This is an optimization exercise on Yosys and OpenROAD, whose aim is small area, not a production implementation.
The RTL was checked by simulation tests, not by an equivalence proof against the original design.
Power figures rest on the tool's default switching activity, not on a simulated workload.

===== flow/design.v =====
`timescale 1ns / 1ps
module elevator #(
    parameter COUNT_20S = 500,
    parameter COUNT_1S  = 100
)(
    input  logic        direction,
    input  logic [2:0]  req_floor,
    input  logic        clk,
    input  logic        reset,
    input  logic        emergency,
    input  logic        valid_in,
    output logic [6:0]  cathode,
    output logic [7:0]  anode,
    output logic r,
    output logic g,
    output logic b
);
logic enable_20s, enable_1s;
logic [2:0] floor_to_go;
logic [30:0] counter;
logic [30:0] counter_1;
logic counting, counting_1;
logic [7:0] call_up;
logic [7:0] call_down;
logic [7:0] calls;
logic floor_increment, floor_decrement;
logic nearest_floor_enable;
logic [2:0] current_floor;
logic one_up_req_completed, one_down_req_completed;
logic [2:0] nearest_floor;
logic [2:0] max_req, min_req;
logic up, down;
always_ff @(posedge clk or posedge reset) begin
    if (reset)
        call_up <= 8'b0;
    else if (valid_in && direction && (current_floor < req_floor))
        call_up[req_floor] <= 1'b1;
    else if (one_up_req_completed)
        call_up[current_floor] <= 1'b0;
end
always_ff @(posedge clk or posedge reset) begin
    if (reset)
        call_down <= 8'b0;
    else if (valid_in && !direction && (current_floor > req_floor))
        call_down[req_floor] <= 1'b1;
    else if (one_down_req_completed)
        call_down[current_floor] <= 1'b0;
end
always_ff @(posedge clk or posedge reset) begin
    if (reset)
        calls <= 8'b0;
    else if (valid_in)
        calls[req_floor] <= 1'b1;
    else if (one_up_req_completed || one_down_req_completed)
        calls[current_floor] <= 1'b0;
end
always_ff @(posedge clk or posedge reset) begin
    if (reset)
        current_floor <= 3'd0;
    else if (floor_increment && enable_1s)
        current_floor <= current_floor + 1;
    else if (floor_decrement && enable_1s)
        current_floor <= current_floor - 1;
end
always_ff @(posedge clk or posedge reset) begin
    if (reset)
        floor_to_go <= 3'd0;
    else if (nearest_floor_enable)
        floor_to_go <= nearest_floor;
end
always_comb begin
    max_req = 0;
    min_req = 7;
    nearest_floor = current_floor;
    up = 0;
    down = 0;
    if (call_up[7]) max_req = 7;
    else if (call_up[6]) max_req = 6;
    else if (call_up[5]) max_req = 5;
    else if (call_up[4]) max_req = 4;
    else if (call_up[3]) max_req = 3;
    else if (call_up[2]) max_req = 2;
    else if (call_up[1]) max_req = 1;
    else if (call_up[0]) max_req = 0;
    if (call_down[0]) min_req = 0;
    else if (call_down[1]) min_req = 1;
    else if (call_down[2]) min_req = 2;
    else if (call_down[3]) min_req = 3;
    else if (call_down[4]) min_req = 4;
    else if (call_down[5]) min_req = 5;
    else if (call_down[6]) min_req = 6;
    else if (call_down[7]) min_req = 7;
    if (max_req > current_floor)
        up = 1;
    else if (min_req < current_floor)
        down = 1;
    if (up) begin
        if (current_floor <= 6 && call_up[current_floor + 3'd1]) nearest_floor = current_floor + 3'd1;
        else if (current_floor <= 5 && call_up[current_floor + 3'd2]) nearest_floor = current_floor + 3'd2;
        else if (current_floor <= 4 && call_up[current_floor + 3'd3]) nearest_floor = current_floor + 3'd3;
        else if (current_floor <= 3 && call_up[current_floor + 3'd4]) nearest_floor = current_floor + 3'd4;
        else if (current_floor <= 2 && call_up[current_floor + 3'd5]) nearest_floor = current_floor + 3'd5;
        else if (current_floor <= 1 && call_up[current_floor + 3'd6]) nearest_floor = current_floor + 3'd6;
        else if (current_floor == 0 && call_up[current_floor + 3'd7]) nearest_floor = current_floor + 3'd7;
    end else if (down) begin
        if (current_floor >= 1 && call_down[current_floor - 3'd1]) nearest_floor = current_floor - 3'd1;
        else if (current_floor >= 2 && call_down[current_floor - 3'd2]) nearest_floor = current_floor - 3'd2;
        else if (current_floor >= 3 && call_down[current_floor - 3'd3]) nearest_floor = current_floor - 3'd3;
        else if (current_floor >= 4 && call_down[current_floor - 3'd4]) nearest_floor = current_floor - 3'd4;
        else if (current_floor >= 5 && call_down[current_floor - 3'd5]) nearest_floor = current_floor - 3'd5;
        else if (current_floor >= 6 && call_down[current_floor - 3'd6]) nearest_floor = current_floor - 3'd6;
        else if (current_floor == 7 && call_down[current_floor - 3'd7]) nearest_floor = current_floor - 3'd7;
    end else begin
        if (calls[0]) nearest_floor = 0;
        else if (calls[1]) nearest_floor = 1;
        else if (calls[2]) nearest_floor = 2;
        else if (calls[3]) nearest_floor = 3;
        else if (calls[4]) nearest_floor = 4;
        else if (calls[5]) nearest_floor = 5;
        else if (calls[6]) nearest_floor = 6;
        else if (calls[7]) nearest_floor = 7;
        if (nearest_floor > current_floor)
            up = 1;
        else if (nearest_floor < current_floor)
            down = 1;
    end
end
typedef enum logic [2:0] {
    RESET,
    IDLE,
    MOVING_UP,
    MOVING_DOWN,
    DOOR_OPEN,
    DOOR_CLOSE,
    EMERGENCY
} state_t;
state_t current_state, next_state;
always_ff @(posedge clk or posedge reset) begin
    if (reset)
        current_state <= RESET;
    else
        current_state <= next_state;
end
always_comb begin
    next_state = current_state;
    floor_increment = 0;
    floor_decrement = 0;
    nearest_floor_enable = 0;
    one_up_req_completed = 0;
    one_down_req_completed = 0;
    r = 0;
    g = 0;
    b = 0;
    if (reset) begin
        floor_increment = 0;
        floor_decrement = 0;
        nearest_floor_enable = 0;
        one_up_req_completed = 0;
        one_down_req_completed = 0;
        r = 0;
        g = 0;
        b = 0;
    end
    case (current_state)
        RESET: begin
            next_state = IDLE;
        end
        IDLE: begin
            nearest_floor_enable = 1;
            g = 1;
            if (emergency) begin
                next_state = EMERGENCY;
                g = 0;
            end else if (current_floor < floor_to_go) begin
                next_state = MOVING_UP;
                g = 0;
            end else if (current_floor > floor_to_go) begin
                next_state = MOVING_DOWN;
                g = 0;
            end
        end
        MOVING_UP: begin
            b = 1;
            if (emergency) begin
                next_state = EMERGENCY;
                b = 0;
            end else if (!(current_floor == floor_to_go || call_up[current_floor])) begin
                floor_increment = 1;
                b = 1;
            end else begin
                one_up_req_completed = 1;
                b = 0;
                next_state = DOOR_OPEN;
            end
        end
        MOVING_DOWN: begin
            r = 1;
            g = 1;
            if (emergency) begin
                next_state = EMERGENCY;
                r = 0;
                g = 0;
            end else if (!(current_floor == floor_to_go ||  call_down[current_floor])) begin
                floor_decrement = 1;
                r = 1;
                g = 1;
            end else begin
                one_down_req_completed = 1;
                next_state = DOOR_OPEN;
                r = 0;
                g = 0;
            end
        end
        DOOR_OPEN: begin
            g = 1;
            b = 1;
            if (emergency) begin
                next_state = EMERGENCY;
                g = 0;
                b = 0;
            end else if (enable_1s) begin
                next_state = DOOR_CLOSE;
                g = 0;
                b = 0;
            end
        end
        DOOR_CLOSE: begin
            r = 1;
            b = 1;
            nearest_floor_enable = 1;
            if (emergency) begin
                next_state = EMERGENCY;
                r = 0;
                b = 0;
            end else if (enable_20s) begin
                next_state = IDLE;
                r = 0;
                b = 0;
            end
        end
        EMERGENCY: begin
            r = 1;
            if (!emergency) begin
                r = 0;
                next_state = IDLE;
            end
        end
    endcase
end
always_ff @(posedge clk or posedge reset) begin
    if (reset) begin
        counter <= 0;
        enable_20s <= 0;
        counting <= 0;
    end else begin
        if (current_state == DOOR_CLOSE)
            counting <= 1;
        else begin
            counting <= 0;
            counter <= 0;
        end
        if (counting) begin
            if (counter == COUNT_20S - 1) begin
                enable_20s <= 1;
                counter <= 0;
            end else begin
                counter <= counter + 1;
                enable_20s <= 0;
            end
        end else
            enable_20s <= 0;
    end
end
always_ff @(posedge clk or posedge reset) begin
    if (reset) begin
        counter_1 <= 0;
        enable_1s <= 0;
        counting_1 <= 0;
    end else begin
        if (current_state == MOVING_UP || current_state == MOVING_DOWN || current_state == DOOR_OPEN)
            counting_1 <= 1;
        else begin
            counting_1 <= 0;
            counter_1 <= 0;
        end
        if (counting_1) begin
            if (counter_1 == COUNT_1S - 1) begin
                enable_1s <= 1;
                counter_1 <= 0;
                counting_1 <= 0;
            end else begin
                counter_1 <= counter_1 + 1;
                enable_1s <= 0;
            end
        end else
            enable_1s <= 0;
    end
end
always_comb begin
    case (current_floor)
        3'b000 : anode = 8'b11111110;
        3'b001 : anode = 8'b11111101;
        3'b010 : anode = 8'b11111011;
        3'b011 : anode = 8'b11110111;
        3'b100 : anode = 8'b11101111;
        3'b101 : anode = 8'b11011111;
        3'b110 : anode = 8'b10111111;
        3'b111 : anode = 8'b01111111;
    endcase
end
always_comb begin
    case (current_floor)
        3'b000 : cathode = 7'b0000001;
        3'b001 : cathode = 7'b1001111;
        3'b010 : cathode = 7'b0010010;
        3'b011 : cathode = 7'b0000110;
        3'b100 : cathode = 7'b1001100;
        3'b101 : cathode = 7'b0100100;
        3'b110 : cathode = 7'b0100000;
        3'b111 : cathode = 7'b0001111;
    endcase
end
endmodule

===== flow/constraint.sdc =====
create_clock -name core_clock -period 10.0 [get_ports {clk}]
set_input_delay 2.0000 -clock core_clock [delete_from_list [all_inputs] [get_ports {clk}]]
set_output_delay 2.0000 -clock core_clock [all_outputs]
set_load 0.01 [all_outputs]

===== flow/config.mk =====
export PLATFORM = sky130hd
export DESIGN_NAME = elevator
export DESIGN_NICKNAME = elevator
export VERILOG_FILES = /design/flow/design.v
export SDC_FILE = /design/flow/constraint.sdc
export NUM_CORES = 4
export LEC_CHECK = 0
export CAP_MARGIN = 20
export CORE_MARGIN = 2
export CORE_UTILIZATION = 40
export SLEW_MARGIN = 20

===== flow/run.sh =====
#!/bin/bash
# synth_recipe.tcl (not shown) runs the flow's synth.tcl, then flattens the netlist and writes it again
# the make line also repeats each setting of config.mk as NAME=value (left out here)
make -C /OpenROAD-flow-scripts/flow DESIGN_CONFIG=/design/flow/config.mk WORK_HOME=/design/flow/orfs CLKGATE_MAP_FILE= SYNTH_SCRIPT=/design/flow/synth_recipe.tcl finish

==> flow_summary.json <==
{
  "outcome": "no timing/DRC/antenna violations",
  "setup_viol": 0,
  "synth_compound_area_share_pct": 22.9,
  "gr-total-overflow": 0,
  "final_cell_mix": "99 x dfrtp_1, 97 x nand2_1, 87 x o21ai_0, 67 x a21oi_1, 64 x nor2_1",
  "routedWlPerCell_um": 17.9,
  "drv_cap": 0,
  "synth.avg_cell_area_um2": 8.43,
  "clk_path_buf_depth": 2,
  "peakVddDrop_uv": 92.1,
  "clock-sinks": 99,
  "grt_setup_unrepaired": "no",
  "ant_nets": 0,
  "utilization_pct": 44.8,
  "crit_slowest_cell": "clkdlybuf4s50_1",
  "synth_edf_count": 0,
  "design.core.area_um2": 18000,
  "yosysSeqAreaShare_pct": 33.7,
  "cts_resized": 0,
  "power.leakage_nw": 3.18,
  "layout_commonest_cell": "dfrtp_1",
  "fp.dieArea_um2": 19500,
  "hold_path_class": "flop to flop",
  "place_area_um2": 7770,
  "antenna_found_initial": 0,
  "cts_setup_buffers": 0,
  "synth_xor_area_share_pct": 1.67,
  "yosysTopAreaCell": "dfrtp_1",
  "period_needed_ps": 5910,
  "final_nets": 910,
  "dp_hpwl_mm": 14.0,
  "tns_ps": 0,
  "io_buffers": 25,
  "synth_warnings": 1,
  "drtIter0Drc": 626,
  "synth_top_area_share_pct": 33.7,
  "wl_mm": 19.8,
  "htree_levels": 3,
  "timing.slew.headroom_pct": 27.5,
  "ys.flop_type": "dfrtp_1",
  "grt_pass1_wl_mm": 33.0,
  "via_per_inst": 6.06,
  "grt_usage_pct": 20.6,
  "tightest_slew_ps": 1080,
  "timing.fmax_mhz": 169,
  "total_power_w": 0.00138,
  "crit_path_max_fanout": 11,
  "clk_pin_slew_ps": 70,
  "synth-seq-cells": 99,
  "cts_tree": "done",
  "start_kind": "input pin",
  "synthMuxAreaShare_pct": 8.19,
  "critical_path_class": "input pin to output pin",
  "postSynth.asyncResetShare_pct": 100,
  "worst_ep_required_time_ps": 8000,
  "num_vias": 6701,
  "cts_hold_buf": 0,
  "stdcell_area_um2": 8070,
  "n_fill_cell": 1831,
  "grt_pass1_vias": 6350,
  "crit_chain": "clkdlybuf4s50_1, nand2b_1, nor2_1, and3_1, nand2b_1, clkdlybuf4s50_1",
  "syn_area_um2": 7350,
  "synthCells": 872,
  "min_period_over_period_pct": 59.1,
  "ys_top_cells_by_area": "dfrtp_1 34%, o21ai_0 5.9%, mux4_2 5.5%",
  "yosys.area_share.simple_pct": 23.9,
  "cts_root_buffer": "clkbuf_16",
  "yosysUniqueCellTypes": 76,
  "final_max_slew_viol_count": 0,
  "synth_top_family_by_area": "simple AND/OR/NAND/NOR gates",
  "grt_max_degree": 66,
  "die_w_um": 140,
  "route.detailed.drc": 0,
  "dieHeight_um": 140,
  "cts_buffers": 9,
  "initial_utilization_pct": 40.8,
  "core.rowCount": 49,
  "diodes": 0,
  "drive_above_1_share_pct": 8.22,
  "syn_nets": 911,
  "power.density_nw_per_um2": 171,
  "finClkSkew_ps": 12.7,
  "dp_cells": 1089,
  "synthAdderAreaFrac_pct": 5.28,
  "place_congestion": 0.924,
  "crit_arrival_ps": 3910,
  "fin_cells": 1105,
  "clk_latency_ps": 360,
  "hold_viol": 0,
  "syn_to_final_growth_pct": 9.79,
  "crit_path_max_incr_delay_ps": 590,
  "endpoint_kind": "output pin",
  "first_pass_iters": 5,
  "io_pins": 26
}
[registers in the layout (all words and copies together) (netlist names)]
name,cells
counter,31
floor_to_go,3
current_state,3
calls,8
current_floor,3
enable_20s,1
counting,1
call_down,8
enable_1s,1
counter_1,31
call_up,8
counting_1,1
[cell usage after synthesis, types with 3 or more instances]
master	instances
nor2b_1	18
nand3b_1	3
nor4_1	27
xnor2_1	7
o31ai_1	16
ha_1	31
inv_1	32
o21bai_1	4
nor2_1	64
dfrtp_1	99
buf_2	4
a211oi_1	3
a21oi_1	67
xor2_1	7
mux2_2	6
a31oi_1	24
and2_1	14
nor3_1	17
a21o_1	5
o21ai_1	7
o21ai_0	87
nand3_1	35
a22o_1	9
o211ai_1	4
o41ai_1	9
or2_2	4
clkbuf_1	38
or4_1	3
nand2b_1	16
mux2i_1	10
mux4_2	18
nand2_1	97
nand4_1	15
and3_1	14
[through the flow]
stage / hold slack (ps) / setup WS (ps)
2_1_floorplan: 446 / 5210
6_report: 479 / 4090
3_3_place_gp: 474 / 4120
4_1_cts: 484 / 4100
3_5_place_dp: 472 / 4090
5_1_grt: 498 / 3920
[path summary, 6_finish.rpt]
kind | startpoint | end | slack [ps] | depth (start not counted)
min in group asynchronous | reset | counter[26]$_DFFE_PP0P_ | 2010 | 2
max in group asynchronous | reset | counter_1[9]$_DFFE_PP0P_ | 6770 | 3
worst max-delay path | emergency | g | 4090 | 6
worst min register to register | counter[8]$_DFFE_PP0P_ | counter[8]$_DFFE_PP0P_ | 480 | 1
worst min-delay path | counter[8]$_DFFE_PP0P_ | counter[8]$_DFFE_PP0P_ | 480 | 1
worst max register to register | current_floor[0]$_DFFE_PP0P_ | floor_to_go[1]$_DFFE_PP0P_ | 5960 | 10
[worst max-delay path, delay by kind of cell]
family | cells | cell delay [ps]
simple gates | 4 | 780
buf+inv | 2 | 1120
[layout make-up]
type                       instances  area, um2  area share [%]
inverter                          32        123            1.52
multi-input combinational        694       4560            56.5
clock buffer                      11        253            3.13
timing repair buffer              35        325            4.03
sequential                        99       2480            30.7
clock inverter                     5       41.3           0.512
tap                              229        287            3.55
[where the power goes]
group / switching [W] / total [W] / internal (W)
combinational: 0.000305 / 0.000504 / 0.000199
clock: 0.000166 / 0.000351 / 0.000186
sequential: 0.0000756 / 0.000521 / 0.000445
[cells by family (layout without fill, tap and decap cells)]
| kind of cell | count (synthesis) | in the layout |
|---|---|---|
| mux | 36 | 36 |
| flops | 99 | 99 |
| xor+xnor | 14 | 14 |
| simple gates | 345 | 345 |
| buf+inv | 79 | 83 |
| compound gates | 268 | 268 |
| fa+ha+maj | 31 | 31 |
[layer usage]
layer	routed length, um	vias to the layer above	track usage, %
met5	0	-	0
met1	9360	3242	28.7
met2	9090	187	32.8
li1	-	3240	-
met3	905	32	2.92
met4	434	0	7.53

afterwards: timing with drivers on the ports:
Ports are ideal in the flow. The routed layout listed here was re-timed in OpenROAD. Step 1 (the two cells are an assumption about what drives the block):
set clk [get_ports {clk}]
set_driving_cell -lib_cell sky130_fd_sc_hd__clkbuf_16 $clk
set_driving_cell -lib_cell sky130_fd_sc_hd__buf_2 [delete_from_list [all_inputs] $clk]
Step 2 times the ports against the registers' clock, not the clock port: input delays grow and output delays shrink by t, the midpoint of the rising clock arrivals with the driver on. Slacks: ideal ports / drivers / drivers and shift; pairs: ideal ports / drivers.
shift t [ns]: 0.393
setup WS [ns]: 4.093 / 4.070 / 4.070
worst setup path after step 2: input to output
latest minus earliest clock arrival (ns): 0.013 / 0.014
After both steps this run still meets setup and hold. The setup slack of this run moves by -0.023 ns with the drivers and by -0.023 ns with both steps.
